What follows belongs to an exercise in optimizing a design on an open flow for small area; a production flow would make more cautious choices.
In this exercise RTL edits were held to simulation tests only and were not proved equivalent to the original.
Power figures rest on the tool's default switching activity, not on a simulated workload. The flow treats the clock pin as an ideal source, which a real chip does not have.

$ cat flow/config.mk
export PLATFORM = sky130hd
export DESIGN_NAME = spi_dev
export DESIGN_NICKNAME = spi_dev
export VERILOG_FILES = /design/flow/design.v
export SDC_FILE = /design/flow/constraint.sdc
export NUM_CORES = 4
export LEC_CHECK = 0
export CAP_MARGIN = 20
export CORE_MARGIN = 2
export CORE_UTILIZATION = 55
export CTS_BUF_LIST = sky130_fd_sc_hd__clkbuf_16
export CTS_CLUSTER_DIAMETER = 100
export CTS_CLUSTER_SIZE = 25
export PLACE_DENSITY = 0.75
export SLEW_MARGIN = 20
$ cat flow/constraint.sdc
create_clock -name core_clock -period 10.0 [get_ports {clk}]
set_input_delay 2.0000 -clock core_clock [delete_from_list [all_inputs] [get_ports {clk}]]
set_output_delay 2.0000 -clock core_clock [all_outputs]
set_load 0.01 [all_outputs]
$ cat flow/design.v
module spi_dev (
		input  wire        clk,
		input  wire        reset,
		input  wire [1:0]  address,
		input  wire [3:0]  byteenable,
		input  wire        chipselect,
		input  wire        read,
		output reg  [31:0] readdata,
		input  wire        write,
		input  wire [31:0] writedata,
		output wire        sclk,
		output wire        tx,
		input  wire        rx,
		output wire        cs0,
		output wire        cs1,
		output wire        cs2,
		output wire        cs3
	);
	reg  [31:0] control;
	reg  [31:0] brd;
	wire wr = write & chipselect;
	wire rd = read & chipselect;
	always @ (posedge clk or posedge reset)
	begin
		if (reset)
		begin
			control <= 32'h000081FF;
			brd     <= 32'h00000280;
		end
		else
		begin
			if (wr & (address == 2'd2)) control <= writedata;
			if (wr & (address == 2'd3)) brd <= writedata;
		end
	end
	wire TX_FIFO_WRITE = wr & (address == 2'd0);
	wire RX_FIFO_READ  = rd & (address == 2'd0);
	wire st_wr         = wr & (address == 2'd1);
	wire TX_CLEAR_OV   = st_wr & writedata[3];
	wire RX_CLEAR_OV   = st_wr & writedata[0];
	wire TX_RESET      = st_wr & writedata[7];
	wire RX_RESET      = st_wr & writedata[6];
	reg [24:0] bg_e;
	reg [6:0]  bg_f;
	reg        BAUD_CLOCK;
	wire       bg_match = (bg_e == 25'd0);
	wire [7:0] bg_s = {1'b0, brd[6:0]} + {1'b0, bg_f};
	wire       bg_rst = reset | ~control[15];
	wire [24:0] bg_x = (bg_rst | bg_match) ? brd[31:7] : bg_e;
	wire       bg_b = ~bg_rst & ~(bg_match & bg_s[7]);
	always @ (posedge clk)
	begin
		bg_e <= bg_x - {24'd0, bg_b};
		if (bg_rst)
		begin
			bg_f <= brd[6:0];
			BAUD_CLOCK <= 1'b0;
		end
		else if (bg_match)
		begin
			bg_f <= bg_s[6:0];
			BAUD_CLOCK <= ~BAUD_CLOCK;
		end
	end
	wire        TX_FIFO_READ;
	wire [31:0] TX_data;
	wire [31:0] RX_data_in;
	wire [31:0] RX_rd;
	wire [3:0]  tx_cnt, rx_cnt;
	wire        tx_full, tx_empty, tx_ov, rx_full, rx_empty, rx_ov;
	fifo TX_FIFO(.clk(clk), .areset(reset | TX_RESET),
		.rd_in(TX_FIFO_READ), .wr_in(TX_FIFO_WRITE), .clr_in(TX_CLEAR_OV),
		.din(writedata), .oe(1'b1), .dout(TX_data), .count(tx_cnt),
		.full(tx_full), .empty(tx_empty), .ov(tx_ov));
	fifo RX_FIFO(.clk(clk), .areset(reset | RX_RESET),
		.rd_in(RX_FIFO_READ), .wr_in(~TX_FIFO_READ), .clr_in(RX_CLEAR_OV),
		.din(RX_data_in), .oe(RX_FIFO_READ), .dout(RX_rd), .count(rx_cnt),
		.full(rx_full), .empty(rx_empty), .ov(rx_ov));
	wire [31:0] status = {16'd0, tx_cnt, rx_cnt, 2'b00, tx_empty, tx_full, tx_ov, rx_empty, rx_full, rx_ov};
	always @ (*)
	begin
		readdata = RX_rd
			| (status  & {32{rd & (address == 2'd1)}})
			| (control & {32{rd & (address == 2'd2)}})
			| (brd     & {32{rd & (address == 2'd3)}});
	end
	wire [1:0] CS_SELECT = control[14:13];
	wire [3:0] CS_AUTO   = control[8:5];
	wire [3:0] CS_ENABLE = control[12:9];
	wire       CS_ASSERT;
	reg  [1:0] SEL_MODE;
	reg        SEL_CS_AUTO, SEL_CS_ENABLE;
	wire [3:0] CS;
	genvar g;
	generate
		for (g = 0; g < 4; g = g + 1)
		begin : csg
			assign CS[g] = (CS_ENABLE[g] & ~CS_AUTO[g]) | (CS_AUTO[g] & CS_ASSERT & (CS_SELECT == g));
		end
	endgenerate
	always @ (*)
	begin
		case (CS_SELECT)
			2'd0: begin SEL_CS_AUTO = CS_AUTO[0]; SEL_CS_ENABLE = CS_ENABLE[0]; SEL_MODE = control[17:16]; end
			2'd1: begin SEL_CS_AUTO = CS_AUTO[1]; SEL_CS_ENABLE = CS_ENABLE[1]; SEL_MODE = control[19:18]; end
			2'd2: begin SEL_CS_AUTO = CS_AUTO[2]; SEL_CS_ENABLE = CS_ENABLE[2]; SEL_MODE = control[21:20]; end
			default: begin SEL_CS_AUTO = CS_AUTO[3]; SEL_CS_ENABLE = CS_ENABLE[3]; SEL_MODE = control[23:22]; end
		endcase
	end
	assign cs0 = ~CS[0];
	assign cs1 = ~CS[1];
	assign cs2 = ~CS[2];
	assign cs3 = ~CS[3];
	assign sclk = (BAUD_CLOCK & TX_FIFO_READ) ^ SEL_MODE[1];
	wire SCLK = BAUD_CLOCK ^ SEL_MODE[1] ^ SEL_MODE[0];
	reg [4:0]  ser_count;
	reg [31:0] latch_data;
	reg [1:0]  ser_state;
	reg        last_sclk;
	reg        TX_FIFO_READ_r, CS_ASSERT_r, TX_r;
	reg [31:0] DATA_OUT;
	assign TX_FIFO_READ = TX_FIFO_READ_r;
	assign CS_ASSERT = CS_ASSERT_r;
	assign tx = TX_r;
	assign RX_data_in = DATA_OUT;
	localparam IDLE_STATE = 2'b00, CS_ASSERT_STATE = 2'b01, TX_RX_STATE = 2'b10;
	always @ (posedge clk)
	begin
		if (reset)
		begin
			ser_state <= IDLE_STATE;
			TX_FIFO_READ_r <= 1'b0; CS_ASSERT_r <= 1'b0; TX_r <= 1'b0; DATA_OUT <= 32'b0;
		end
		else if (SCLK != last_sclk)
		begin
			if (SCLK)
			begin
				case (ser_state)
					IDLE_STATE:
					begin
						TX_FIFO_READ_r <= 1'b0; ser_count <= control[4:0]; CS_ASSERT_r <= 1'b0; latch_data <= TX_data;
						if (~tx_empty & SEL_CS_AUTO) ser_state <= CS_ASSERT_STATE;
						if (~tx_empty & ~SEL_CS_AUTO) ser_state <= TX_RX_STATE;
					end
					CS_ASSERT_STATE:
					begin
						TX_FIFO_READ_r <= 1'b0; ser_count <= control[4:0]; CS_ASSERT_r <= 1'b1;
						ser_state <= TX_RX_STATE;
					end
					TX_RX_STATE:
					begin
						DATA_OUT[ser_count] <= rx; TX_FIFO_READ_r <= 1'b1; CS_ASSERT_r <= 1'b1;
						if (ser_count == 5'd0) ser_state <= IDLE_STATE;
						else ser_count <= ser_count - 5'd1;
					end
					default:
						ser_state <= IDLE_STATE;
				endcase
			end
			else
			begin
				if (ser_state == TX_RX_STATE) TX_r <= latch_data[ser_count];
				else TX_r <= 1'b0;
			end
		end
		last_sclk <= SCLK;
	end
endmodule
module fifo(
	input  clk, areset,
	input  rd_in, wr_in, clr_in,
	input  [31:0] din,
	input  oe,
	output [31:0] dout,
	output reg [3:0] count,
	output full, empty, ov
	);
	reg rd_p, wr_p, clr_p, Read, Write, ClearOV;
	always @ (posedge clk)
	begin
		rd_p <= rd_in; wr_p <= wr_in; clr_p <= clr_in;
		Read <= rd_in & ~rd_p;
		Write <= wr_in & ~wr_p;
		ClearOV <= clr_in & ~clr_p;
	end
	localparam EMPTY = 2'b00, NEUTRAL = 2'b01, FULL = 2'b10, OVR = 2'b11;
	reg [1:0]  state;
	reg [3:0]  rp;
	reg [3:0]  wp;
	assign empty = state == EMPTY;
	assign full  = state[1];
	assign ov    = state == OVR;
	reg [1:0] n_state;
	reg [3:0] n_count;
	reg       n_rinc, n_winc, we_a, we_b;
	always @ (*)
	begin
		n_state = state; n_count = count; n_rinc = 1'b0; n_winc = 1'b0;
		we_a = 1'b0; we_b = 1'b0;
		case (state)
			EMPTY:
			begin
				if (Write) begin n_state = NEUTRAL; we_a = 1'b1; n_count = n_count + 1'b1; end
			end
			NEUTRAL:
			begin
				if (Read  && (n_count == 1))  begin n_state = EMPTY; n_rinc = 1'b1; n_count = n_count - 1'b1; end
				if (Write && (n_count < 14))  begin n_state = NEUTRAL; we_a = 1'b1; n_count = n_count + 1'b1; end
				if (Read  && (n_count > 1))   begin n_state = NEUTRAL; n_rinc = 1'b1; n_count = n_count - 1'b1; end
				if (Write && (n_count == 14)) begin n_state = FULL; if (we_a) we_b = 1'b1; else we_a = 1'b1; n_count = n_count + 1'b1; end
			end
			FULL:
			begin
				if (Read)  begin n_state = NEUTRAL; n_rinc = 1'b1; n_count = n_count - 1'b1; end
				if (Write) begin n_state = OVR; end
			end
			OVR:
			begin
				if (ClearOV) n_state = FULL;
			end
		endcase
	end
	always @ (posedge clk or posedge areset)
	begin
		if (areset)
		begin
			state <= EMPTY; count <= 4'd0; wp <= 4'd0; rp <= 4'd0;
		end
		else
		begin
			state <= n_state; count <= n_count;
			wp <= wp + {3'b000, we_a} + {3'b000, we_b};
			rp <= rp + n_rinc;
		end
	end
	reg [511:0] st;
	wire [15:0] wdec = 16'd1 << wp;
	wire [15:0] wen  = ({16{we_a}} & wdec) | ({16{we_b}} & {wdec[14:0], wdec[15]});
	genvar i;
	generate
		for (i = 0; i < 16; i = i + 1)
		begin : row
			always @ (posedge clk)
				if (wen[i] & ~areset) st[i*32 +: 32] <= din;
		end
	endgenerate
	wire [15:0] rsel = (16'd1 << rp) & {16{oe}};
	reg  [31:0] d;
	integer k;
	always @ (*)
	begin
		d = 32'd0;
		for (k = 0; k < 16; k = k + 1)
			d = d | (st[k*32 +: 32] & {32{rsel[k]}});
	end
	assign dout = d;
endmodule
$ cat flow/flow/run.sh
#!/bin/bash
# The standard layout (standard.sh), with three changes:
#  - synthesis maps logic with flow/abc_area.script in place of ORFS's abc speed script
#    (synth_recipe.tcl is sourced unchanged; only the abc call's -script is swapped)
#  - clock-tree synthesis without dummy loads, with larger sink clusters of clkbuf_16
#  - port buffers are buf_1
set -euo pipefail
HERE=$PWD
cat > my_synth.tcl <<EOF
proc abc {args} {
  set i [lsearch -exact \$args -script]
  if {\$i >= 0} { lset args [expr {\$i + 1}] $HERE/flow/abc_area.script }
  yosys abc {*}\$args
}
source $HERE/synth_recipe.tcl
EOF
sed "s#SYNTH_SCRIPT=[^ ]*#SYNTH_SCRIPT=$HERE/my_synth.tcl#" standard.sh > my_standard.sh
export CTS_ARGS="-sink_clustering_enable -repair_clock_nets -dont_use_dummy_load -sink_clustering_size 30 -sink_clustering_max_diameter 100 -buf_list sky130_fd_sc_hd__clkbuf_16"
export BUFFER_PORTS_ARGS="-buffer_cell sky130_fd_sc_hd__buf_1"
bash my_standard.sh > standard.log 2>&1
$ cat flow/flow/abc_area.script
&get -n
&st
&syn2
&dch
&nf -R 1000
&st
&syn2
&dch
&nf -R 1000
&st
&syn2
&dch
&nf -R 1000
&put
topo
dnsize -c
$ cat flow/standard.sh
#!/bin/bash
# synth_recipe.tcl (not shown) runs the flow's synth.tcl, then flattens the netlist and writes it again
# the make line also repeats each setting of config.mk as NAME=value (left out here)
make -C /OpenROAD-flow-scripts/flow DESIGN_CONFIG=/design/flow/config.mk WORK_HOME=/design/flow/orfs CLKGATE_MAP_FILE= SYNTH_SCRIPT=/design/flow/synth_recipe.tcl "${@:-finish}"
==> results of run 1 <==
==> worst max-delay path: cells and delay by family <==
kind	cells	cell delay, ps
buffers and inverters	3	850
AO/OA/AOI/OAI	2	230
AND/OR/NAND/NOR	6	2020
==> metal layers <==
| metal | track usage [%] | wire length [um] |
|---|---|---|
| met1 | 37.65 | 44350 |
| met2 | 50.31 | 62940 |
| met3 | 4.080 | 14840 |
| met4 | 9.731 | 4398 |
| met5 | 0 | 23 |
==> sequential cells by signal (all words and copies together) (netlist names), 4 cells and up <==
| signal | cells |
|---|---|
| RX_FIFO.st | 512 |
| TX_FIFO.st | 512 |
| DATA_OUT | 32 |
| brd | 32 |
| control | 32 |
| latch_data | 32 |
| bg_e | 25 |
| bg_f | 7 |
| ser_count | 5 |
| RX_FIFO.count | 4 |
| RX_FIFO.rp | 4 |
| RX_FIFO.wp | 4 |
| TX_FIFO.count | 4 |
| TX_FIFO.rp | 4 |
| TX_FIFO.wp | 4 |
==> synth_stat cells, types with 19 or more instances <==
library cell | n | area share (%)
a222oi_1 | 222 | 4.8
nand3_1 | 71 | 0.76
nand2b_1 | 27 | 0.36
edfxtp_1 | 1068 | 69
a21oi_1 | 57 | 0.61
dfxtp_1 | 76 | 3.3
and3_1 | 25 | 0.34
mux2_1 | 64 | 1.5
nand4_1 | 47 | 0.63
a22o_1 | 55 | 1.0
nor2_1 | 160 | 1.3
xor2_1 | 19 | 0.36
a22oi_1 | 78 | 1.3
dfrtp_1 | 80 | 4.3
a221oi_1 | 60 | 1.1
clkinv_1 | 50 | 0.40
mux2i_1 | 31 | 0.67
nor3_1 | 47 | 0.51
nand2_1 | 178 | 1.4
o21ai_0 | 61 | 0.66
and4_1 | 29 | 0.55
xnor2_1 | 36 | 0.68
ha_1 | 50 | 1.3
==> stage by stage <==
stage / power, W / std cells
after floorplan: 0.008044 / 2749
after CTS: 0.01132 / 4084
after detailed placement: 0.009131 / 4037
after global placement: 0.009013 / 4037
after global routing: 0.01176 / 4086
final: 0.01136 / 4087
==> where the power goes <==
group          leakage (nW)  switching [W]  internal (W)
Clock                 0.579        0.00143      0.000850
Combinational          4.00        0.00170      0.000831
Sequential             11.3       0.000377       0.00617
Total                  15.8        0.00351       0.00785
==> logic make-up (layout without fill, tap and decap cells) <==
kind of cell	Yosys count	in the layout
and+or+nand+nor	637	637
adders and majority gates	53	53
muxes	98	98
xor gates and xnor gates	55	55
buffers and inverters	50	251
DFF	1236	1236
other	0	3
AOI/OAI and AO/OA	620	620
==> worst max path at each step <==
| stage | startpoint | end | cells past startpoint |
|---|---|---|---|
| after floorplan | reset | bg_e[24]$_DFF_P_ | 15 |
| after global placement | chipselect | readdata[31] | 11 |
| after detailed placement | chipselect | readdata[31] | 11 |
| after CTS | chipselect | readdata[31] | 11 |
| after global routing | RX_FIFO.count[0]$_DFFE_PN0P_ | RX_FIFO.st[216]$_DFFE_PP_ | 24 |
| final | chipselect | readdata[31] | 11 |
==> layout make-up <==
cell class                 instances  area share [%]
sequential                      1236           71.16
multi-input combinational       1463           21.59
tap                             1134           2.812
clock buffer                      47           2.331
timing repair buffer             154           1.721
inverter                          50          0.3719
antenna                            3         0.01488
==> summary.md, run 1 <==
| Metric | Value |
|---|---|
| WL/cell | 30.96 um |
| Area of the multi-input gates | 0.01090 sq mm |
| Largest family of logic cells by synthesized area | compound AO/OA/AOI/OAI gates |
| Synthesized area | 0.04653 sq mm |
| CP Cell Sequence | buf_1, nand2_1, or3_1, or3_1, nor2_4, buf_4, a22o_1, a221oi_1, and4_1, nand3_1, buf_1 |
| Simple-gate share of the synthesized area | 6.631% |
| Required time worst endpoint | 8000 ps |
| Leak Pwr | 15.83 nW |
| Mux contribution to synthesized area | 2.361% |
| Commonest non-fill, non-tap cells in the layout | edfxtp_1 (1,068), a222oi_1 (222), nand2_1 (178) |
| Port bufs | 77 |
| Ys async rst share | 7.443% |
| Worst-path clk slew | 90 ps |
| CP endpoint kind | primary output |
| DIE HEIGHT | 294.9 um |
| CTS tree | yes |
| Fillers | 5,977 |
| Yosys reg bits | 1,236 |
| Cts repair resizes | 0 |
| Library cells used by synthesis | 58 |
| Post-route DRC | 0 |
| Layout cells sized above 1 | 7.153% |
| Area growth syn-to-layout | 8.457% |
| Slowest cell on crit path | nor2_4 |
| I/O Pins | 82 |
| Crit path launch type | input pin |
| Post-Synth Adder-Cell Area | 1.474% |
| Register Area | 0.03591 sq mm |
| Hold WC Path Type | reg -> reg |
| Kind of critical path | in -> out |
| HP Start | RX_FIFO.rd_p$_DFF_P_ |
| Final setup fails | 0 |
| Total grt overflow | 0 |
| Final instance area | 0.05047 sq mm |
| Post-CTS Setup Inserts | 0 |
| First-pass GRT wire length | 182,700 um |
| Worst Hold Depth | 1 |
| Worst slew margin | 28.93% |
| Top_reg_cell synth | edfxtp_1 |
| CTS H-tree depth | 2 |
| Final core area utilization | 60.30% |
| Worst skew pair latency | 650 ps |
| GRT Total Usage | 28.96% |
| Crit Path Max Fanout | 18 |
| Core Region | 0.08369 sq mm |
| Routed via count | 28,350 |
| Fin crit share | 71.64% |
| Critical path data arrival time | 5160 ps |
| Post-detail-place hpwl | 69,690 um |
| Syn_area_per_cell | 16.93 sq um |
| Final min period | 7164 ps |
| Die area | 0.08695 sq mm |
| Maximum vdd ir drop | 0.1686 mV |
| Reg2Reg Depth | 24 |
| Unrepaired setup endpoints after global routing | no |
| Fin Setup TNS | 0 ps |
| Worst r2r src | RX_FIFO.count[0]$_DFFE_PN0P_ |
| Hold buffers post-CTS | 0 |
| Initial DRC Count | 4,502 |
| Vias/cell | 6.935 |
| Vias in the first global route | 27,690 |
| Deepest clock path buffer count | 3 |
| Sequential area share after synthesis | 77.17% |
| Antenna Nets Post-Route | 0 |
| Initial core utilization | 55.60% |
| Die Wd | 294.9 um |
| Antenna violations before repair | 7 |
| Power Dens Cells | 225.1 mW/mm^2 |
| Net count, final | 3,049 |
| CTS buffer count | 47 |
| 1st-pass router iterations | 9 |
| Post-synth EDFFs | 1,068 |
| Worst Tran Pin Value | 1066 ps |
| Mapped Cells | 2,749 |
| Placed Area | 0.04928 sq mm |
| Reg-to-reg slack, setup | 3210 ps |
| Worst hold endpoint | RX_FIFO.Read$_DFF_P_ |
| Largest net degree at the start of global routing | 67 |
| Outcome | timing/DRC/antenna clean |
| Site row count | 106 |
| Final setup margin | 2836 ps |
| Hold WS | 386.1 ps |
| Final hold violations | 0 |
| Slowest stage delay, CP | 530 ps |
| Final slew viol count | 0 |
| Place WS | 2933 ps |
| Yosys warnings | 2 |
| Final WL | 126,600 um |
| Root buf cell | clkbuf_16 |
| Reg-to-Reg End | RX_FIFO.st[216]$_DFFE_PP_ |
| Peak Freq | 139.6 MHz |
| XOR/XNOR share of the synthesized area | 1.035% |
| Final GP Congestion | 0.8931 |
| Compound-Gate Fraction of Synth Area | 10.92% |
| Synth Net Count | 2,846 |
| Max-Cap Viols | 0 |
| Clock sink count | 1,236 |
| Clk_skew | 30.40 ps |
| Commonest non-fill, non-tap cell in the layout | edfxtp_1 |
==> run 2, diff against run 1 <==
==> flow/flow/abc_area.script (replaced) <==
&get -n
&st
&syn2
&dch
&nf -R 1000
&st
&syn2
&dch
&nf -R 1000
&st
&syn2
&dch
&nf -R 1000
&put
buffer -c
topo
stime -c
upsize -c
dnsize -c
==> run 2 against run 1 <==
Compared with the run above: still clean on timing, DRC and antenna; area after synthesis up 1.6%; setup slack better by 180 ps; global-route usage is 0.64 points lower; register-to-register slack improved by 650 ps; worst hold slack gained 6.1 ps; fmax increased by 2.6%; critical path depth stayed put; wire length up 0.23%; core utilization shrank 0.87 points; clock skew increased by 50 ps; power is 0.32% higher; largest power group unchanged.
==> summary.md, run 2 <==
| Metric | Value |
|---|---|
| Synthesized area | 0.04728 sq mm (was 0.04653 sq mm) |
| I/O Pins | 82 (unchanged) |
| Final min period | 6983 ps (was 7164 ps) |
| Syn_area_per_cell | 16.28 sq um (was 16.93 sq um) |
| Power Dens Cells | 225.2 mW/mm^2 (was 225.1 mW/mm^2) |
| Hold WS | 392.2 ps (was 386.1 ps) |
| Final setup fails | 0 (unchanged) |
| Area of the multi-input gates | 0.01102 sq mm (was 0.01090 sq mm) |
| Fin crit share | 69.83% (was 71.64%) |
| Kind of critical path | in -> out (unchanged) |
| 1st-pass router iterations | 10 (was 9) |
| Commonest non-fill, non-tap cell in the layout | edfxtp_1 (unchanged) |
| Maximum vdd ir drop | 0.1718 mV (was 0.1686 mV) |
| Worst-path clk slew | 120 ps (was 90 ps) |
| Commonest non-fill, non-tap cells in the layout | edfxtp_1 (1,068), a222oi_1 (222), nand2_1 (175) (was edfxtp_1 (1,068), a222oi_1 (222), nand2_1 (178)) |
| Yosys warnings | 2 (unchanged) |
| Place WS | 3053 ps (was 2933 ps) |
| Placed Area | 0.04942 sq mm (was 0.04928 sq mm) |
| Cts repair resizes | 0 (unchanged) |
| Layout cells sized above 1 | 10.30% (was 7.153%) |
| Critical path data arrival time | 4980 ps (was 5160 ps) |
| Hold buffers post-CTS | 0 (unchanged) |
| WL/cell | 30.96 um (about the same) |
| Final instance area | 0.05060 sq mm (was 0.05047 sq mm) |
| HP Start | TX_FIFO.clr_p$_DFF_P_ (was RX_FIFO.rd_p$_DFF_P_) |
| Fillers | 6,193 (was 5,977) |
| CTS H-tree depth | 2 (unchanged) |
| CTS buffer count | 47 (unchanged) |
| DIE HEIGHT | 297.2 um (was 294.9 um) |
| Post-CTS Setup Inserts | 0 (unchanged) |
| Register Area | 0.03591 sq mm (unchanged) |
| Worst slew margin | 21.38% (was 28.93%) |
| Site row count | 107 (was 106) |
| Area leader, netlist | edfxtp_1 (unchanged) |
| Worst Tran Pin Value | 1179 ps (was 1066 ps) |
| Final hold violations | 0 (unchanged) |
| Leak Pwr | 16.05 nW (was 15.83 nW) |
| Clk_skew | 80.82 ps (was 30.40 ps) |
| Synth top area cells | edfxtp_1 (68%), a222oi_1 (4.7%), dfrtp_1 (4.2%) (was edfxtp_1 (69%), a222oi_1 (4.8%), dfrtp_1 (4.3%)) |
| Final setup margin | 3017 ps (was 2836 ps) |
| Top cells by count, synth | edfxtp_1 (1,068), a222oi_1 (222), nand2_1 (175) (was edfxtp_1 (1,068), a222oi_1 (222), nand2_1 (178)) |
| Deepest clock path buffer count | 3 (unchanged) |
| Worst r2r src | RX_FIFO.count[0]$_DFFE_PN0P_ (unchanged) |
| Unrepaired setup endpoints after global routing | no (unchanged) |
| First-pass GRT wire length | 184,700 um (was 182,700 um) |
| Most frequent cell after synthesis | edfxtp_1 (unchanged) |
| Core Region | 0.08515 sq mm (was 0.08369 sq mm) |
| Ys async rst share | 7.443% (unchanged) |
| CP endpoint kind | primary output (unchanged) |
| Crit Path Max Fanout | 19 (was 18) |
| Largest net degree at the start of global routing | 74 (was 67) |
| Total Power | 0.01139 W (was 0.01136 W) |
| Crit path launch type | input pin (unchanged) |
| Vias/cell | 6.945 (was 6.935) |
| Worst Setup SP | chipselect (unchanged) |
| Net count, final | 3,050 (was 3,049) |
| Clock sink count | 1,236 (unchanged) |
| Hold WC Path Type | reg -> reg (unchanged) |
| CTS tree | yes (unchanged) |
| Final slew viol count | 0 (unchanged) |
| Vias in the first global route | 27,840 (was 27,690) |
| Max-Cap Viols | 0 (unchanged) |
| Library cells used by synthesis | 81 (was 58) |
| Outcome | timing/DRC/antenna clean (unchanged) |
| Final GP Congestion | 0.8908 (was 0.8931) |
| Peak Freq | 143.2 MHz (was 139.6 MHz) |
| Mapped Cells | 2,905 (was 2,749) |
| Post-synth top area share | 67.83% (was 68.92%) |
| Top_reg_cell synth | edfxtp_1 (unchanged) |
| Largest registers | RX_FIFO.st: 512 flops, TX_FIFO.st: 512 flops (unchanged) |
| Required time worst endpoint | 8000 ps (about the same) |
| Fin Setup TNS | 0 ps (unchanged) |
| Root buf cell | clkbuf_16 (unchanged) |
| Sequential area share after synthesis | 75.95% (was 77.17%) |
| Area growth syn-to-layout | 7.029% (was 8.457%) |
| Total grt overflow | 0 (unchanged) |
| Antenna violations before repair | 3 (was 7) |
| Routed via count | 28,450 (was 28,350) |
| Post-detail-place hpwl | 69,890 um (was 69,690 um) |
| Yosys reg bits | 1,236 (unchanged) |
| Worst skew pair latency | 660 ps (was 650 ps) |
| Post-synth EDFFs | 1,068 (unchanged) |
| Initial DRC Count | 4,824 (was 4,502) |
| Post-route DRC | 0 (unchanged) |
| Port bufs | 77 (unchanged) |
| Final WL | 126,800 um (was 126,600 um) |
| Die Wd | 297.2 um (was 294.9 um) |
| GRT Total Usage | 28.32% (was 28.96%) |
| Initial core utilization | 55.53% (was 55.60%) |
| Die area | 0.08833 sq mm (was 0.08695 sq mm) |
| Antenna Nets Post-Route | 0 (unchanged) |
| Synth Net Count | 3,002 (was 2,846) |
## run 2: changes by cell type after synthesis, moves of 7 or more
cell      delta
clkbuf_1   +137
mux2_1      -64
mux2_2      +64
clkinv_1    -49
inv_1       +48
buf_1        +9
and2_0       -7
buf_2        +7
## run 2: cells by family (layout without fill, tap and decap cells)
kind of cell | Yosys count | count (layout) | synth area share (%)
other | 0 | 2 | 0
AOI/OAI and AO/OA | 620 | 620 | 10.78
buffers and inverters | 206 | 252 | 1.694
and+or+nand+nor | 637 | 637 | 6.767
xor gates and xnor gates | 55 | 55 | 1.035
DFF | 1236 | 1236 | 75.95
adders and majority gates | 53 | 53 | 1.450
muxes | 98 | 98 | 2.323
## run 2: layer usage
metal	global-route usage, %	routed length (um)	share of wire [%]
met1	37.67	44650	35
met2	47.65	61920	49
met3	4.207	15040	12
met4	10.61	5227	4.1
met5	0	13	0.010
## run 2: worst paths after layout
kind	endpoint	slack, ps	cells after the start
setup / recovery	readdata[26]	3020	11
hold / removal	TX_FIFO.ClearOV$_DFF_P_	390	1
hold reg to reg	TX_FIFO.ClearOV$_DFF_P_	390	1
min in group asynchronous	RX_FIFO.count[0]$_DFFE_PN0P_	1700	5
max in group asynchronous	control[27]$_DFFE_PP0P_	7470	4
setup reg to reg	RX_FIFO.st[272]$_DFFE_PP_	3860	22
## run 2: power by group
group / total, W / switching, W / internal [W]
Sequential: 0.00655 / 0.000379 / 0.00617
Combinational: 0.00258 / 0.00172 / 0.000855
Clock: 0.00227 / 0.00142 / 0.000850
## run 2: critical path, cell delays in order
cell and delay, ps:
buf_1 140, nand2_1 140, or3_1 430, inv_1 130, nand3_1 270, nor2_4 540
buf_4 450, a222oi_1 310, and4_1 270, nand4_1 120, buf_1 170
## run 2: layout make-up
cell class | instances | area share, %
Clock buffer | 47 | 2.324
Multi-Input combinational cell | 1463 | 21.78
Timing Repair Buffer | 155 | 1.726
Sequential cell | 1236 | 70.96
Tap cell | 1144 | 2.829
Inverter | 50 | 0.3709
Antenna cell | 2 | 0.009890
## run 2: stage by stage
step / utilization, % / cells
2_1_floorplan: - / 2905
3_3_place_gp: 58.04 / 4047
3_5_place_dp: 58.05 / 4048
4_1_cts: 59.43 / 4095
5_1_grt: 59.43 / 4096
6_report: 59.43 / 4097
==> run 3, diff against run 2 <==
==> flow/flow/abc_area.script (replaced) <==
&get -n
&st
&syn2
&dch
&nf -R 1000
&st
&syn2
&dch
&nf -R 1000
&st
&syn2
&dch
&nf -R 1000
&put
topo
dnsize -c
--- a/flow/config.mk
+++ b/flow/config.mk
@@ -6,5 +6,5 @@
 export NUM_CORES = 4
 export LEC_CHECK = 0
-export CAP_MARGIN = 20
+export CAP_MARGIN = 5
 export CORE_MARGIN = 2
 export CORE_UTILIZATION = 55
@@ -13,3 +13,3 @@
 export CTS_CLUSTER_SIZE = 25
 export PLACE_DENSITY = 0.75
-export SLEW_MARGIN = 20
+export SLEW_MARGIN = 5
==> run 3 against run 2 <==
Compared with the run above: final cell count decreased by 0.24%; combinational power shrank 2%; clock power is essentially flat; non-clock buffer count down 1; global-route usage increased by 0.64 points; fmax down 2.5%.
==> summary.md, run 3 <==
| Metric | Value |
|---|---|
| Outcome | timing/DRC/antenna clean (unchanged) |
| Worst-path clk slew | 90 ps (was 120 ps) |
| Deepest clock path buffer count | 3 (unchanged) |
| Crit path launch type | input pin (unchanged) |
| Hold WS | 386.1 ps (was 392.2 ps) |
| Vias in the first global route | 27,690 (was 27,840) |
| Area growth syn-to-layout | 8.457% (was 7.029%) |
| Library cells used by synthesis | 58 (was 81) |
| Root buf cell | clkbuf_16 (unchanged) |
| Critical path data arrival time | 5160 ps (was 4980 ps) |
| Worst Hold Depth | 1 (unchanged) |
| Fin cells | 4,087 (was 4,097) |
| Largest net degree at the start of global routing | 67 (was 74) |
| Clock power frac | 20.1% (was 19.9%) |
| Final setup fails | 0 (unchanged) |
| Most frequent cell after synthesis | edfxtp_1 (unchanged) |
| Vias/cell | 6.935 (was 6.945) |
| Ys async rst share | 7.443% (unchanged) |
| Mapped Cells | 2,749 (was 2,905) |
| Antenna violations before repair | 7 (was 3) |
| 1st-pass router iterations | 9 (was 10) |
| Synth Net Count | 2,846 (was 3,002) |
| Top_reg_cell synth | edfxtp_1 (unchanged) |
| Initial DRC Count | 4,502 (was 4,824) |
| Final hold violations | 0 (unchanged) |
| CP endpoint kind | primary output (unchanged) |
| Int Power | 0.007847 W (was 0.007872 W) |
| Hold WC Path Type | reg -> reg (unchanged) |
| Clk_skew | 30.40 ps (was 80.82 ps) |
| Syn_area_per_cell | 16.93 sq um (was 16.28 sq um) |
| Clock sink count | 1,236 (unchanged) |
| Commonest non-fill, non-tap cells in the layout | edfxtp_1 (1,068), a222oi_1 (222), nand2_1 (178) (was edfxtp_1 (1,068), a222oi_1 (222), nand2_1 (175)) |
| Largest registers | RX_FIFO.st: 512 flops, TX_FIFO.st: 512 flops (unchanged) |
| Kind of critical path | in -> out (unchanged) |
| Hold buffers post-CTS | 0 (unchanged) |
| Cts repair resizes | 0 (unchanged) |
| Placed Cells incl. Taps | 4,037 (was 4,048) |
| Post-CTS Setup Inserts | 0 (unchanged) |
| Yosys warnings | 2 (unchanged) |
| Layout cells sized above 1 | 7.153% (was 10.30%) |
| Worst Tran Pin Value | 1066 ps (was 1179 ps) |
| Peak Freq | 139.6 MHz (was 143.2 MHz) |
| Reg power frac | 57.6% (was 57.5%) |
| Worst skew pair latency | 650 ps (was 660 ps) |
| Core Region | 0.08369 sq mm (was 0.08515 sq mm) |
| First-pass GRT wire length | 182,700 um (was 184,700 um) |
| Final slew viol count | 0 (unchanged) |
| GRT Total Usage | 28.96% (was 28.32%) |
| Fin Setup TNS | 0 ps (unchanged) |
| Leak Pwr | 15.83 nW (was 16.05 nW) |
| Final setup margin | 2836 ps (was 3017 ps) |
| Net count, final | 3,049 (was 3,050) |
| CTS H-tree depth | 2 (unchanged) |
| Max-Cap Viols | 0 (unchanged) |
| Combinational Power Share | 22.3% (was 22.6%) |
| Worst slew margin | 28.93% (was 21.38%) |
| Commonest non-fill, non-tap cell in the layout | edfxtp_1 (unchanged) |
| Post-synth top area share | 68.92% (was 67.83%) |
| CTS buffer count | 47 (unchanged) |
| Total grt overflow | 0 (unchanged) |
| Die Wd | 294.9 um (was 297.2 um) |
| Synth top area cells | edfxtp_1 (69%), a222oi_1 (4.8%), dfrtp_1 (4.3%) (was edfxtp_1 (68%), a222oi_1 (4.7%), dfrtp_1 (4.2%)) |
| Maximum vdd ir drop | 0.1686 mV (was 0.1718 mV) |
| Sw power | 0.003510 W (was 0.003522 W) |
| Site row count | 106 (was 107) |
| Required time worst endpoint | 8000 ps (about the same) |
| Routed via count | 28,350 (was 28,450) |
| Area leader, netlist | edfxtp_1 (unchanged) |
| Placed Area | 0.04928 sq mm (was 0.04942 sq mm) |
| DIE HEIGHT | 294.9 um (was 297.2 um) |
| Top cells by count, synth | edfxtp_1 (1,068), a222oi_1 (222), nand2_1 (178) (was edfxtp_1 (1,068), a222oi_1 (222), nand2_1 (175)) |
| Post-detail-place hpwl | 69,690 um (was 69,890 um) |
| I/O Pins | 82 (unchanged) |
| Antenna Nets Post-Route | 0 (unchanged) |
| Final instance area | 0.05047 sq mm (was 0.05060 sq mm) |
| Die area | 0.08695 sq mm (was 0.08833 sq mm) |
| Unrepaired setup endpoints after global routing | no (unchanged) |
| Yosys reg bits | 1,236 (unchanged) |
| Port bufs | 77 (unchanged) |
| Post-route DRC | 0 (unchanged) |
| Crit Path Max Fanout | 18 (was 19) |
| Synthesized area | 0.04653 sq mm (was 0.04728 sq mm) |
| CTS tree | yes (unchanged) |
| Fin crit share | 71.64% (was 69.83%) |
| Initial core utilization | 55.60% (was 55.53%) |
| Sequential area share after synthesis | 77.17% (was 75.95%) |
| Final WL | 126,600 um (was 126,800 um) |
| Place WS | 2933 ps (was 3053 ps) |
| Switching part of the total power | 30.90% (was 30.91%) |
| WL/cell | 30.96 um (about the same) |
| Post-synth EDFFs | 1,068 (unchanged) |
| Final GP Congestion | 0.8931 (was 0.8908) |
| Power Dens Cells | 225.1 mW/mm^2 (was 225.2 mW/mm^2) |
| Reg2Reg Depth | 24 (was 22) |
| Final min period | 7164 ps (was 6983 ps) |
==> run 3: changes by cell type in the layout (fill, tap and decap cells not counted), sizes merged <==
| cell | before | now |
|---|---|---|
| and2b | 2 | 0 |
| buf | 154 | 153 |
| inv | 49 | 1 |
| nor2b | 11 | 13 |
| clkinv | 1 | 49 |
| diode | 2 | 3 |
==> run 3: path summary, 6_finish.rpt <==
kind | from | slack, ps | to
min | RX_FIFO.rd_p$_DFF_P_ | 390 | RX_FIFO.Read$_DFF_P_
min reg2reg | RX_FIFO.rd_p$_DFF_P_ | 390 | RX_FIFO.Read$_DFF_P_
max | chipselect | 2840 | readdata[31]
min in group asynchronous | writedata[6] | 1850 | RX_FIFO.wp[2]$_DFF_PN0_
max reg2reg | RX_FIFO.count[0]$_DFFE_PN0P_ | 3210 | RX_FIFO.st[216]$_DFFE_PP_
max in group asynchronous | address[1] | 7370 | TX_FIFO.wp[1]$_DFF_PN0_
==> run 3: final cells by class <==
cell class,instances,area [sq um]
Timing Repair Buffer,154,868.3
Fill cell,5977,33220
Antenna cell,3,7.507
Tap cell,1134,1419
Clock buffer,47,1176
Inverter,50,187.7
Sequential cell,1236,35910
Multi-Input combinational cell,1463,10900
==> run 3: power groups by stage <==
stage,Clock (W),Sequential (W),Combinational (W)
final,0.00228,0.00654,0.00253
after global routing,0.00245,0.00659,0.00272
after CTS,0.00228,0.00654,0.00250
after detailed placement,0,0.00665,0.00248
after global placement,0,0.00662,0.00240
after floorplan,0,0.00652,0.00153
==> run 3: metal layers <==
layer	vias up	track usage (%)	routed length, um
met3	308	4.080	14840
met2	1920	50.31	62940
met5	-	0	23
met1	14270	37.65	44350
met4	4	9.731	4398
li1	11850	-	-
==> run 3: cell families after synthesis <==
kind of cell | synth area share, %
flops | 77.17
buf+inv | 0.4033
simple gates | 6.631
fa+ha+maj | 1.474
compound gates | 10.92
mux | 2.361
xor+xnor | 1.035
==> run 3: critical path, stage by stage <==
cell and delay [ps]:
buf_1 180, nand2_1 150, or3_1 400, or3_1 490, nor2_4 530, buf_4 470
a22o_1 190, a221oi_1 40, and4_1 260, nand3_1 190, buf_1 200
==> run 3: through the flow <==
| step | total power [W] | utilization [%] |
|---|---|---|
| global route | 0.01176 | 60.30 |
| floorplan | 0.008044 | - |
| finish | 0.01136 | 60.30 |
| detailed placement | 0.009131 | 58.89 |
| global placement | 0.009013 | 58.89 |
| CTS | 0.01132 | 60.29 |
==> run 4, diff against run 3 <==
--- a/flow/config.mk
+++ b/flow/config.mk
@@ -6,10 +6,10 @@
 export NUM_CORES = 4
 export LEC_CHECK = 0
-export CAP_MARGIN = 5
+export CAP_MARGIN = 20
 export CORE_MARGIN = 2
-export CORE_UTILIZATION = 55
+export CORE_UTILIZATION = 70
 export CTS_BUF_LIST = sky130_fd_sc_hd__clkbuf_16
 export CTS_CLUSTER_DIAMETER = 100
 export CTS_CLUSTER_SIZE = 25
-export PLACE_DENSITY = 0.75
-export SLEW_MARGIN = 5
+export PLACE_DENSITY = 0.92
+export SLEW_MARGIN = 20
==> run 4 against run 3 <==
Compared with the run above: sequential share of layout area grew 0.59 points; global-route usage grew 9.8 points; clock power is essentially flat; worst hold slack lost 18 ps; non-clock buffer count shrank 2; register-to-register slack lost 230 ps; still clean on timing, DRC and antenna; sequential cell count is the same; critical endpoint is now readdata[30]; highest routed layer unchanged; clock skew grew 16 ps; wire length grew 4.2%; critical path type unchanged; largest cell class unchanged.
==> summary.md, run 4 <==
| Metric | Value |
|---|---|
| Commonest non-fill, non-tap cells in the layout | edfxtp_1 (1,068), a222oi_1 (222), nand2_1 (178) (unchanged) |
| Clock sink count | 1,236 (unchanged) |
| Post-detail-place hpwl | 72,700 um (was 69,690 um) |
| Mapped Cells | 2,749 (unchanged) |
| Sequential area share after synthesis | 77.17% (unchanged) |
| Worst Tran Pin Value | 1180 ps (was 1066 ps) |
| Library cells used by synthesis | 58 (unchanged) |
| Kind of critical path | in -> out (unchanged) |
| First-pass GRT wire length | 190,600 um (was 182,700 um) |
| Deepest clock path buffer count | 3 (unchanged) |
| Initial DRC Count | 6,323 (was 4,502) |
| GR Util met1 | 47.72% (was 37.65%) |
| CTS buffer count | 47 (unchanged) |
| Site row count | 94 (was 106) |
| Busiest metal layer after global routing | met2 (unchanged) |
| Total grt overflow | 0 (unchanged) |
| Final WL | 131,900 um (was 126,600 um) |
| Commonest non-fill, non-tap cell in the layout | edfxtp_1 (unchanged) |
| CTS H-tree depth | 2 (unchanged) |
| GRT Total Usage | 38.79% (was 28.96%) |
| Yosys reg bits | 1,236 (unchanged) |
| Worst-path clk slew | 120 ps (was 90 ps) |
| Area leader, netlist | edfxtp_1 (unchanged) |
| Peak Freq | 135.0 MHz (was 139.6 MHz) |
| Slowest stage delay, CP | 750 ps (was 530 ps) |
| Final GP Congestion | 0.8814 (was 0.8931) |
| Fin Setup TNS | 0 ps (unchanged) |
| Outcome | timing/DRC/antenna clean (unchanged) |
| 1st-pass router iterations | 13 (was 9) |
| Crit path launch type | input pin (unchanged) |
| CP Cell Sequence | buf_1, nand2_1, or3_1, or3_1, nor2_4, buf_4, a22o_1, a221oi_1, and4_1, nand4_1, buf_1 (was buf_1, nand2_1, or3_1, or3_1, nor2_4, buf_4, a22o_1, a221oi_1, and4_1, nand3_1, buf_1) |
| Fin crit share | 74.08% (was 71.64%) |
| GR Util met2 | 64.15% (was 50.31%) |
| Post-CTS Setup Inserts | 0 (unchanged) |
| Post-synth EDFFs | 1,068 (unchanged) |
| Hold WC Path Type | reg -> reg (unchanged) |
| Syn_area_per_cell | 16.93 sq um (unchanged) |
| Final setup fails | 0 (unchanged) |
| Layout cells sized above 1 | 7.090% (was 7.153%) |
| I/O Pins | 82 (unchanged) |
| Synth Net Count | 2,846 (unchanged) |
| Slowest cell on crit path | nor2_4 (unchanged) |
| DIE HEIGHT | 261.8 um (was 294.9 um) |
| Port bufs | 77 (unchanged) |
| Unrepaired setup endpoints after global routing | no (unchanged) |
| Placed Cells incl. Taps | 3,765 (was 4,037) |
| Ys async rst share | 7.443% (unchanged) |
| Die Wd | 261.8 um (was 294.9 um) |
| Leak Pwr | 15.82 nW (was 15.83 nW) |
| Final slew viol count | 0 (unchanged) |
| Largest net degree at the start of global routing | 74 (was 67) |
| Final hold violations | 0 (unchanged) |
| Cts repair resizes | 0 (unchanged) |
| Cell family with most CP delay | simple AND/OR/NAND/NOR gates (unchanged) |
| Final min period | 7408 ps (was 7164 ps) |
| Fillers | 3,309 (was 5,977) |
| Buf/Inv on CP | 3 (unchanged) |
| Die area | 0.06855 sq mm (was 0.08695 sq mm) |
| Crit Path Max Fanout | 18 (unchanged) |
| Met3 usage | 8.690% (was 4.080%) |
| CTS tree | yes (unchanged) |
| Core Region | 0.06575 sq mm (was 0.08369 sq mm) |
| Max-Cap Viols | 0 (unchanged) |
| Largest registers | RX_FIFO.st: 512 flops, TX_FIFO.st: 512 flops (unchanged) |
| Area of the multi-input gates | 0.01083 sq mm (was 0.01090 sq mm) |
| Hold WS | 367.7 ps (was 386.1 ps) |
| Root buf cell | clkbuf_16 (unchanged) |
| Vias in the first global route | 29,820 (was 27,690) |
| Worst skew pair latency | 650 ps (about the same) |
| Fin cells | 3,817 (was 4,087) |
| Routed via count | 29,770 (was 28,350) |
| Most frequent cell after synthesis | edfxtp_1 (unchanged) |
| Register Area | 0.03591 sq mm (unchanged) |
| Required time worst endpoint | 8000 ps (about the same) |
| Top_reg_cell synth | edfxtp_1 (unchanged) |
| Post-synth top area share | 68.92% (unchanged) |
| Vias/cell | 7.798 (was 6.935) |
| Hold buffers post-CTS | 0 (unchanged) |
| Synth top area cells | edfxtp_1 (69%), a222oi_1 (4.8%), dfrtp_1 (4.3%) (unchanged) |
| Worst slew margin | 21.31% (was 28.93%) |
| Net count, final | 3,047 (was 3,049) |
| Critical path data arrival time | 5410 ps (was 5160 ps) |
| Post-route DRC | 0 (unchanged) |
| Synthesized area | 0.04653 sq mm (unchanged) |
| Area growth syn-to-layout | 7.569% (was 8.457%) |
| Top cells by count, synth | edfxtp_1 (1,068), a222oi_1 (222), nand2_1 (178) (unchanged) |
| Yosys warnings | 2 (unchanged) |
| Initial core utilization | 70.77% (was 55.60%) |
| Power Dens Cells | 229.3 mW/mm^2 (was 225.1 mW/mm^2) |
| CP endpoint kind | primary output (unchanged) |
| WL/cell | 34.55 um (was 30.96 um) |
| Antenna Nets Post-Route | 0 (unchanged) |
| Antenna violations before repair | 5 (was 7) |
| Clk_skew | 46.80 ps (was 30.40 ps) |
| Maximum vdd ir drop | 0.1703 mV (was 0.1686 mV) |
## run 4: area by class of cell
class / instances / share of cell area [%]
Antenna cell: 5 / 0.02500
Timing Repair Buffer: 152 / 1.705
Inverter: 50 / 0.3750
Clock buffer: 47 / 2.350
Multi-Input combinational cell: 1463 / 21.64
Tap cell: 864 / 2.160
Sequential cell: 1236 / 71.74
## run 4: per-layer routing
metal	vias up	share of wire, %	wire length [um]
li1	11860	-	-
met3	698	16	20770
met4	2	6.6	8753
met1	14220	30	38930
met5	-	0.017	22
met2	2985	48	63390
## run 4: cells by family (layout without fill, tap and decap cells)
logic type      after synthesis  count (layout)  synth area share (%)
flops                      1236            1236                 77.17
simple gates                637             637                 6.631
compound gates              620             620                 10.92
mux                          98              98                 2.361
xor+xnor                     55              55                 1.035
fa+ha+maj                    53              53                 1.474
buf+inv                      50             249                0.4033
other cells                   0               5                     0
## run 4: power by group
part           switching [W]  internal [W]
Sequential          0.000403       0.00617
Clock                0.00144      0.000851
Combinational        0.00178      0.000833
## run 4: stage by stage
stage | power (W) | utilization, % | setup slack [ps] | area, sq um
after CTS | 0.01132 | 76.10 | 2766 | 50040
after floorplan | 0.008044 | - | 718.8 | 46530
after global routing | 0.01174 | 76.12 | 2479 | 50050
final | 0.01148 | 76.13 | 2592 | 50050
after detailed placement | 0.009133 | 74.32 | 2801 | 48860
after global placement | 0.008923 | 74.30 | 2464 | 48850
## run 4: worst paths after layout
kind / startpoint / to / slack (ps) / depth (start not counted)
max: chipselect / readdata[30] / 2590 / 11
max in group asynchronous: writedata[7] / TX_FIFO.count[1]$_DFFE_PN0P_ / 7260 / 2
min reg2reg: TX_FIFO.clr_p$_DFF_P_ / TX_FIFO.ClearOV$_DFF_P_ / 370 / 1
min: TX_FIFO.clr_p$_DFF_P_ / TX_FIFO.ClearOV$_DFF_P_ / 370 / 1
min in group asynchronous: writedata[6] / RX_FIFO.rp[2]$_DFF_PN0_ / 1650 / 4
max reg2reg: RX_FIFO.count[0]$_DFFE_PN0P_ / RX_FIFO.st[200]$_DFFE_PP_ / 2980 / 24
==> run 5, diff against run 4 <==
--- a/flow/config.mk
+++ b/flow/config.mk
@@ -8,8 +8,8 @@
 export CAP_MARGIN = 20
 export CORE_MARGIN = 2
-export CORE_UTILIZATION = 70
+export CORE_UTILIZATION = 60
 export CTS_BUF_LIST = sky130_fd_sc_hd__clkbuf_16
 export CTS_CLUSTER_DIAMETER = 100
 export CTS_CLUSTER_SIZE = 25
-export PLACE_DENSITY = 0.92
+export PLACE_DENSITY = 0.85
 export SLEW_MARGIN = 20
==> run 5 against run 4 <==
Compared with the run above: still clean on timing, DRC and antenna; wire length down 4.1%; sequential cell count unchanged; clock-buffer cell count unchanged; core utilization is 11 points lower; clock power barely moved; combinational power down 3%; worst hold slack better by 8.8 ps; critical path type unchanged; largest cell class unchanged.
==> summary.md, run 5 <==
| Metric | Value |
|---|---|
| Net count, final | 3,048 (was 3,047) |
| CP endpoint kind | primary output (unchanged) |
| Power Dens Cells | 225.8 mW/mm^2 (was 229.3 mW/mm^2) |
| Reg-to-reg slack, setup | 3070 ps (was 2980 ps) |
| Post-detail-place hpwl | 69,660 um (was 72,700 um) |
| Reg2Reg Depth | 24 (unchanged) |
| Core Region | 0.07708 sq mm (was 0.06575 sq mm) |
| CTS tree | yes (unchanged) |
| Clk_skew | 42.57 ps (was 46.80 ps) |
| Mapped Cells | 2,749 (unchanged) |
| Root buf cell | clkbuf_16 (unchanged) |
| Maximum vdd ir drop | 0.2351 mV (was 0.1703 mV) |
| Die Wd | 282.5 um (was 261.8 um) |
| Hold buffers post-CTS | 0 (unchanged) |
| GRT Total Usage | 31.67% (was 38.79%) |
| Area of the multi-input gates | 0.01083 sq mm (about the same) |
| Post-route DRC | 0 (unchanged) |
| Final core area utilization | 65.23% (was 76.13%) |
| Syn_area_per_cell | 16.93 sq um (unchanged) |
| Routed via count | 29,060 (was 29,770) |
| Kind of critical path | in -> out (unchanged) |
| Outcome | timing/DRC/antenna clean (unchanged) |
| Post-synth EDFFs | 1,068 (unchanged) |
| Cts repair resizes | 0 (unchanged) |
| Critical path data arrival time | 5210 ps (was 5410 ps) |
| Final GP Congestion | 0.8682 (was 0.8814) |
| Top cells by count, synth | edfxtp_1 (1,068), a222oi_1 (222), nand2_1 (178) (unchanged) |
| Vias/cell | 7.273 (was 7.798) |
| Synthesized area | 0.04653 sq mm (unchanged) |
| Worst Tran Pin Value | 1157 ps (was 1180 ps) |
| CTS H-tree depth | 2 (unchanged) |
| Ys async rst share | 7.443% (unchanged) |
| Port bufs | 77 (unchanged) |
| Largest net degree at the start of global routing | 67 (was 74) |
| Final min period | 7209 ps (was 7408 ps) |
| Initial DRC Count | 5,356 (was 6,323) |
| Peak Freq | 138.7 MHz (was 135.0 MHz) |
| Leak Pwr | 15.82 nW (about the same) |
| Most frequent cell after synthesis | edfxtp_1 (unchanged) |
| Area leader, netlist | edfxtp_1 (unchanged) |
| Antenna violations before repair | 8 (was 5) |
| Worst skew pair latency | 640 ps (was 650 ps) |
| 1st-pass router iterations | 8 (was 13) |
| Fin crit share | 72.09% (was 74.08%) |
| Post-synth top area share | 68.92% (unchanged) |
| Synth Net Count | 2,846 (unchanged) |
| Initial core utilization | 60.36% (was 70.77%) |
| Placed Area | 0.04909 sq mm (was 0.04886 sq mm) |
| Total Power | 0.01136 W (was 0.01148 W) |
| Area growth syn-to-layout | 8.053% (was 7.569%) |
| Required time worst endpoint | 8000 ps (about the same) |
| CTS buffer count | 47 (unchanged) |
| Post-CTS Setup Inserts | 0 (unchanged) |
| Crit Path Max Fanout | 20 (was 18) |
| Final WL | 126,500 um (was 131,900 um) |
| Fillers | 5,014 (was 3,309) |
| Die area | 0.07980 sq mm (was 0.06855 sq mm) |
| Synth top area cells | edfxtp_1 (69%), a222oi_1 (4.8%), dfrtp_1 (4.3%) (unchanged) |
| Final setup fails | 0 (unchanged) |
| DIE HEIGHT | 282.5 um (was 261.8 um) |
| Yosys warnings | 2 (unchanged) |
| Sequential area share after synthesis | 77.17% (unchanged) |
| Library cells used by synthesis | 58 (unchanged) |
| Site row count | 102 (was 94) |
| Fin Setup TNS | 0 ps (unchanged) |
| Largest registers | RX_FIFO.st: 512 flops, TX_FIFO.st: 512 flops (unchanged) |
| Layout cells sized above 1 | 7.121% (was 7.090%) |
| Deepest clock path buffer count | 3 (unchanged) |
| Unrepaired setup endpoints after global routing | no (unchanged) |
| Total grt overflow | 0 (unchanged) |
| Commonest non-fill, non-tap cells in the layout | edfxtp_1 (1,068), a222oi_1 (222), nand2_1 (178) (unchanged) |
| First-pass GRT wire length | 183,000 um (was 190,600 um) |
| Vias in the first global route | 28,650 (was 29,820) |
| Final slew viol count | 0 (unchanged) |
| Worst-path clk slew | 120 ps (about the same) |
| Worst slew margin | 22.79% (was 21.31%) |
| Max-Cap Viols | 0 (unchanged) |
| Hold WS | 376.4 ps (was 367.7 ps) |
| WL/cell | 31.66 um (was 34.55 um) |
| Yosys reg bits | 1,236 (unchanged) |
| Register Area | 0.03591 sq mm (unchanged) |
| Final hold violations | 0 (unchanged) |
| Antenna Nets Post-Route | 0 (unchanged) |
| Clock sink count | 1,236 (unchanged) |
| Top_reg_cell synth | edfxtp_1 (unchanged) |
| Hold WC Path Type | reg -> reg (unchanged) |
| Final instance area | 0.05028 sq mm (was 0.05005 sq mm) |
| Worst Hold Depth | 1 (unchanged) |
| Crit path launch type | input pin (unchanged) |
| Commonest non-fill, non-tap cell in the layout | edfxtp_1 (unchanged) |
| I/O Pins | 82 (unchanged) |
[run 5: routing by layer]
| layer | routed length, um | global-route usage (%) | vias to the layer above |
|---|---|---|---|
| li1 | - | - | 11860 |
| met1 | 40610 | 40.30 | 14130 |
| met2 | 60610 | 52.46 | 2547 |
| met3 | 18120 | 6.319 | 511 |
| met4 | 7114 | 15.53 | 6 |
| met5 | 40 | 0 | - |
[run 5: critical path, cell delays in order]
cell      delay, ps
buf_1           140
nand2_1         140
or3_1           430
nor2_1          120
nand2_1         190
nor2_2          770
buf_4           520
a22o_1          200
a221oi_1         50
and4_1          280
nand3_1         180
buf_1           180
[run 5: layout make-up]
type	instances	share of cell area [%]
Tap cell	1040	2.588
Inverter	50	0.3733
Multi-Input combinational cell	1463	21.54
Sequential cell	1236	71.42
Clock buffer	47	2.339
Antenna cell	6	0.02986
Timing Repair Buffer	153	1.712
[run 5: worst paths after layout]
check / from / end
min in group asynchronous: writedata[6] / RX_FIFO.wp[1]$_DFF_PN0_
max in group asynchronous: writedata[7] / TX_FIFO.rp[0]$_DFF_PN0_
hold reg to reg: TX_FIFO.clr_p$_DFF_P_ / TX_FIFO.ClearOV$_DFF_P_
setup / recovery: chipselect / readdata[16]
setup reg to reg: RX_FIFO.count[0]$_DFFE_PN0P_ / RX_FIFO.st[201]$_DFFE_PP_
hold / removal: TX_FIFO.clr_p$_DFF_P_ / TX_FIFO.ClearOV$_DFF_P_
[run 5: through the flow]
| step | setup WS, ps | std cells |
|---|---|---|
| detailed placement | 2849 | 3942 |
| CTS | 2849 | 3989 |
| floorplan | 718.8 | 2749 |
| finish | 2791 | 3995 |
| global route | 2686 | 3992 |
| global placement | 2922 | 3942 |
[run 5: logic make-up after synthesis]
group	after synthesis	synth area share [%]
flip-flops	1236	77.17
AND/OR/NAND/NOR	637	6.631
XOR/XNOR	55	1.035
adder cells (fa/ha/maj)	53	1.474
AO/OA/AOI/OAI	620	10.92
buffers and inverters	50	0.4033
multiplexers	98	2.361
[run 5: power breakdown]
part	switching, W	internal [W]
sequential	0.000386	0.00617
combinational	0.00172	0.000829
clock	0.00141	0.000850
==> run 6, diff against run 5 <==
==> flow/flow/abc_area.script (replaced) <==
&get -n
&st
&syn2
&dch
&nf -R 1000 -p -F 8 -A 4 -C 32
&st
&syn2
&dch
&nf -R 1000 -p -F 8 -A 4 -C 32
&put
topo
dnsize -c
==> run 6 against run 5 <==
Compared with the run above: fmax increased by 1.4%; clock power is essentially flat; power shrank 1.0%; final cell count decreased by 0.90%; clock skew increased by 2.6 ps; cell area is 0.15% lower; still clean; synthesized cell count shrank 1.3%.
==> summary.md, run 6 <==
| Metric | Value |
|---|---|
| Initial core utilization | 60.27% (was 60.36%) |
| Clock sink count | 1,236 (unchanged) |
| Most frequent cell after synthesis | edfxtp_1 (unchanged) |
| Post-CTS Setup Inserts | 0 (unchanged) |
| Final hold violations | 0 (unchanged) |
| First-pass GRT wire length | 180,700 um (was 183,000 um) |
| Fin crit share | 71.12% (was 72.09%) |
| Antenna violations before repair | 8 (unchanged) |
| Clk_skew | 45.21 ps (was 42.57 ps) |
| Worst skew pair latency | 650 ps (was 640 ps) |
| Yosys reg bits | 1,236 (unchanged) |
| Commonest non-fill, non-tap cells in the layout | edfxtp_1 (1,068), a222oi_1 (220), nand2_1 (156) (was edfxtp_1 (1,068), a222oi_1 (222), nand2_1 (178)) |
| Synth Net Count | 2,809 (was 2,846) |
| Leak Pwr | 15.56 nW (was 15.82 nW) |
| Final instance area | 0.05020 sq mm (was 0.05028 sq mm) |
| Post-detail-place hpwl | 68,290 um (was 69,660 um) |
| Maximum vdd ir drop | 0.1653 mV (was 0.2351 mV) |
| Worst Tran Pin Value | 1164 ps (was 1157 ps) |
| Kind of critical path | reg -> reg (was in -> out) |
| Hold buffers post-CTS | 0 (unchanged) |
| Top cells by count, synth | edfxtp_1 (1,068), a222oi_1 (220), nand2_1 (156) (was edfxtp_1 (1,068), a222oi_1 (222), nand2_1 (178)) |
| Final GP Congestion | 0.8670 (was 0.8682) |
| Crit Path Max Fanout | 32 (was 20) |
| Reg-to-Reg End | RX_FIFO.st[60]$_DFFE_PP_ (was RX_FIFO.st[201]$_DFFE_PP_) |
| Total grt overflow | 0 (unchanged) |
| Deepest clock path buffer count | 3 (unchanged) |
| Final min period | 7112 ps (was 7209 ps) |
| Syn_area_per_cell | 17.13 sq um (was 16.93 sq um) |
| Required time worst endpoint | 10,270 ps (was 8000 ps) |
| Power Dens Cells | 223.8 mW/mm^2 (was 225.8 mW/mm^2) |
| Final slew viol count | 0 (unchanged) |
| Unrepaired setup endpoints after global routing | no (unchanged) |
| Vias/cell | 7.289 (was 7.273) |
| Area growth syn-to-layout | 8.055% (was 8.053%) |
| Placed Area | 0.04900 sq mm (was 0.04909 sq mm) |
| Worst-path clk slew | 90 ps (was 120 ps) |
| Final core area utilization | 65.12% (was 65.23%) |
| I/O Pins | 82 (unchanged) |
| Final WL | 125,000 um (was 126,500 um) |
| Post-synth top area share | 69.03% (was 68.92%) |
| Post-route DRC | 0 (unchanged) |
| Outcome | timing/DRC/antenna clean (unchanged) |
| Top_reg_cell synth | edfxtp_1 (unchanged) |
| Worst hold endpoint | TX_FIFO.ClearOV$_DFF_P_ (unchanged) |
| Root buf cell | clkbuf_16 (unchanged) |
| Worst Hold Depth | 1 (unchanged) |
| Ys async rst share | 7.443% (unchanged) |
| Die Wd | 282.3 um (was 282.5 um) |
| 1st-pass router iterations | 10 (was 8) |
| Initial DRC Count | 5,206 (was 5,356) |
| Sequential area share after synthesis | 77.29% (was 77.17%) |
| Crit path launch type | flip-flop (was input pin) |
| Antenna Nets Post-Route | 0 (unchanged) |
| CP endpoint kind | flip-flop (was primary output) |
| Core Region | 0.07708 sq mm (unchanged) |
| Port bufs | 77 (unchanged) |
| Reg-to-reg slack, setup | 2890 ps (was 3070 ps) |
| HP Start | TX_FIFO.clr_p$_DFF_P_ (unchanged) |
| Mapped Cells | 2,712 (was 2,749) |
| Max-Cap Viols | 0 (unchanged) |
| Library cells used by synthesis | 55 (was 58) |
| Routed via count | 28,860 (was 29,060) |
| Peak Freq | 140.6 MHz (was 138.7 MHz) |
| Yosys warnings | 2 (unchanged) |
| Final setup fails | 0 (unchanged) |
| Critical path data arrival time | 7390 ps (was 5210 ps) |
| GRT Total Usage | 31.15% (was 31.67%) |
| Register Area | 0.03591 sq mm (unchanged) |
| Reg2Reg Depth | 23 (was 24) |
| Worst slew margin | 21.82% (was 22.79%) |
| Largest net degree at the start of global routing | 70 (was 67) |
| Commonest non-fill, non-tap cell in the layout | edfxtp_1 (unchanged) |
| CTS buffer count | 47 (unchanged) |
| Layout cells sized above 1 | 7.310% (was 7.121%) |
| Site row count | 102 (unchanged) |
| Fillers | 5,013 (was 5,014) |
| WL/cell | 31.57 um (was 31.66 um) |
| Fin Setup TNS | 0 ps (unchanged) |
| CTS tree | yes (unchanged) |
| DIE HEIGHT | 282.3 um (was 282.5 um) |
| Net count, final | 3,013 (was 3,048) |
| Cts repair resizes | 0 (unchanged) |
| Synthesized area | 0.04646 sq mm (was 0.04653 sq mm) |
| Vias in the first global route | 28,410 (was 28,650) |
| Hold WC Path Type | reg -> reg (unchanged) |
| Largest registers | RX_FIFO.st: 512 flops, TX_FIFO.st: 512 flops (unchanged) |
| Post-synth EDFFs | 1,068 (unchanged) |
| Area leader, netlist | edfxtp_1 (unchanged) |
| Die area | 0.07967 sq mm (was 0.07980 sq mm) |
| Worst r2r src | RX_FIFO.count[0]$_DFFE_PN0P_ (unchanged) |
| CTS H-tree depth | 2 (unchanged) |
| Synth top area cells | edfxtp_1 (69%), a222oi_1 (4.7%), dfrtp_1 (4.3%) (was edfxtp_1 (69%), a222oi_1 (4.8%), dfrtp_1 (4.3%)) |
| Area of the multi-input gates | 0.01075 sq mm (was 0.01083 sq mm) |
run 6: cell families (layout without fill, tap and decap cells):
kind of cell | count (synthesis) | in the layout | synth area share (%)
compound gates | 630 | 630 | 10.97
xor+xnor | 56 | 56 | 1.056
fa+ha+maj | 53 | 53 | 1.476
buf+inv | 47 | 249 | 0.3797
flops | 1236 | 1236 | 77.29
mux | 99 | 99 | 2.418
other cells | 0 | 5 | 0
simple gates | 591 | 591 | 6.404
run 6: cell type report:
class / instances / area share [%]
Timing Repair Buffer: 155 / 1.745
Sequential cell: 1236 / 71.53
Multi-Input combinational cell: 1429 / 21.41
Antenna cell: 5 / 0.02492
Tap cell: 1040 / 2.592
Clock buffer: 47 / 2.343
Inverter: 47 / 0.3514
run 6: stage by stage:
stage,hold WS [ps],std cells,total power [W],setup WS (ps)
global route,409.2,3957,0.01158,2575
floorplan,362.7,2712,0.007989,663.0
global placement,371.1,3907,0.008837,3141
finish,394.1,3959,0.01124,2888
CTS,398.0,3954,0.01116,3037
detailed placement,371.7,3907,0.008996,3040
run 6: worst max-delay path by stage:
| stage | start | to | slack, ps | cells after the start |
|---|---|---|---|---|
| 3_5_place_dp | RX_FIFO.count[0]$_DFFE_PN0P_ | RX_FIFO.st[57]$_DFFE_PP_ | 3040 | 23 |
| 3_3_place_gp | chipselect | readdata[24] | 3140 | 11 |
| 5_1_grt | RX_FIFO.count[0]$_DFFE_PN0P_ | RX_FIFO.st[58]$_DFFE_PP_ | 2570 | 23 |
| 6_report | RX_FIFO.count[0]$_DFFE_PN0P_ | RX_FIFO.st[60]$_DFFE_PP_ | 2890 | 23 |
| 4_1_cts | chipselect | readdata[24] | 3040 | 11 |
| 2_1_floorplan | reset | bg_e[24]$_DFF_P_ | 660 | 17 |
run 6: worst max-delay path: stages, from the launching register on:
cell	delay [ps]
dfrtp_1	630
ha_1	250
nand2_1	70
nor3_1	420
nor2_1	80
a21oi_1	350
nand2b_1	170
o21ai_0	480
clkinv_1	280
a21oi_1	250
clkinv_1	120
ha_1	250
o22ai_1	190
o21ai_0	220
xnor2_1	320
ha_1	210
nand3_1	100
nor2_1	400
nand2_1	180
a21o_1	250
mux2_1	320
or2_0	390
nor3_2	180
buf_4	610
run 6: metal layers:
metal / vias up / wire length, um / GRT usage (%)
li1: 11780 / - / -
met1: 14110 / 40620 / 39.64
met4: 6 / 6065 / 13.78
met3: 468 / 17860 / 6.401
met2: 2501 / 60430 / 52.22
met5: - / 33 / 0
run 6: where the power goes:
part	internal (W)	switching (W)	total (W)
Combinational	0.000842	0.00166	0.00250
Sequential	0.00612	0.000357	0.00648
Clock	0.000849	0.00141	0.00226

[afterwards: timing with drivers on the ports]
The results above use ideal ports. As a check the final layouts listed here were re-extracted and re-timed, cells and wires unchanged. Step 1 sets driving cells, clkbuf_16 on the clock port and buf_2 on the other inputs (assumed; they add their load-dependent delay and slew). Step 2 adds t to the input delays and takes it off the output delays; t is the mean of the earliest and latest rising clock arrival at the registers after step 1. Input paths then give back, and output paths get back, about the clock's delay inside the block. a / b / c = ideal / step 1 / step 2; a / b = the first two.
run | t (ns) | setup WS [ns] | worst data-port slew with drivers (ns)
run 1 | 0.703 | 2.836 / 2.813 / 2.813 | 0.15
run 2 | 0.685 | 3.017 / 2.993 / 2.993 | 0.15
run 3 | 0.703 | 2.836 / 2.813 / 2.813 | 0.15
run 4 | 0.694 | 2.592 / 2.570 / 2.570 | 0.13
run 5 | 0.684 | 2.791 / 2.766 / 2.766 | 0.12
run 6 | 0.692 | 2.888 / 2.888 / 2.888 | 0.11
After both steps every run listed still meets setup and hold. The setup slack of run 5, which loses most, moves by -0.025 ns with the drivers and by -0.025 ns with both steps.
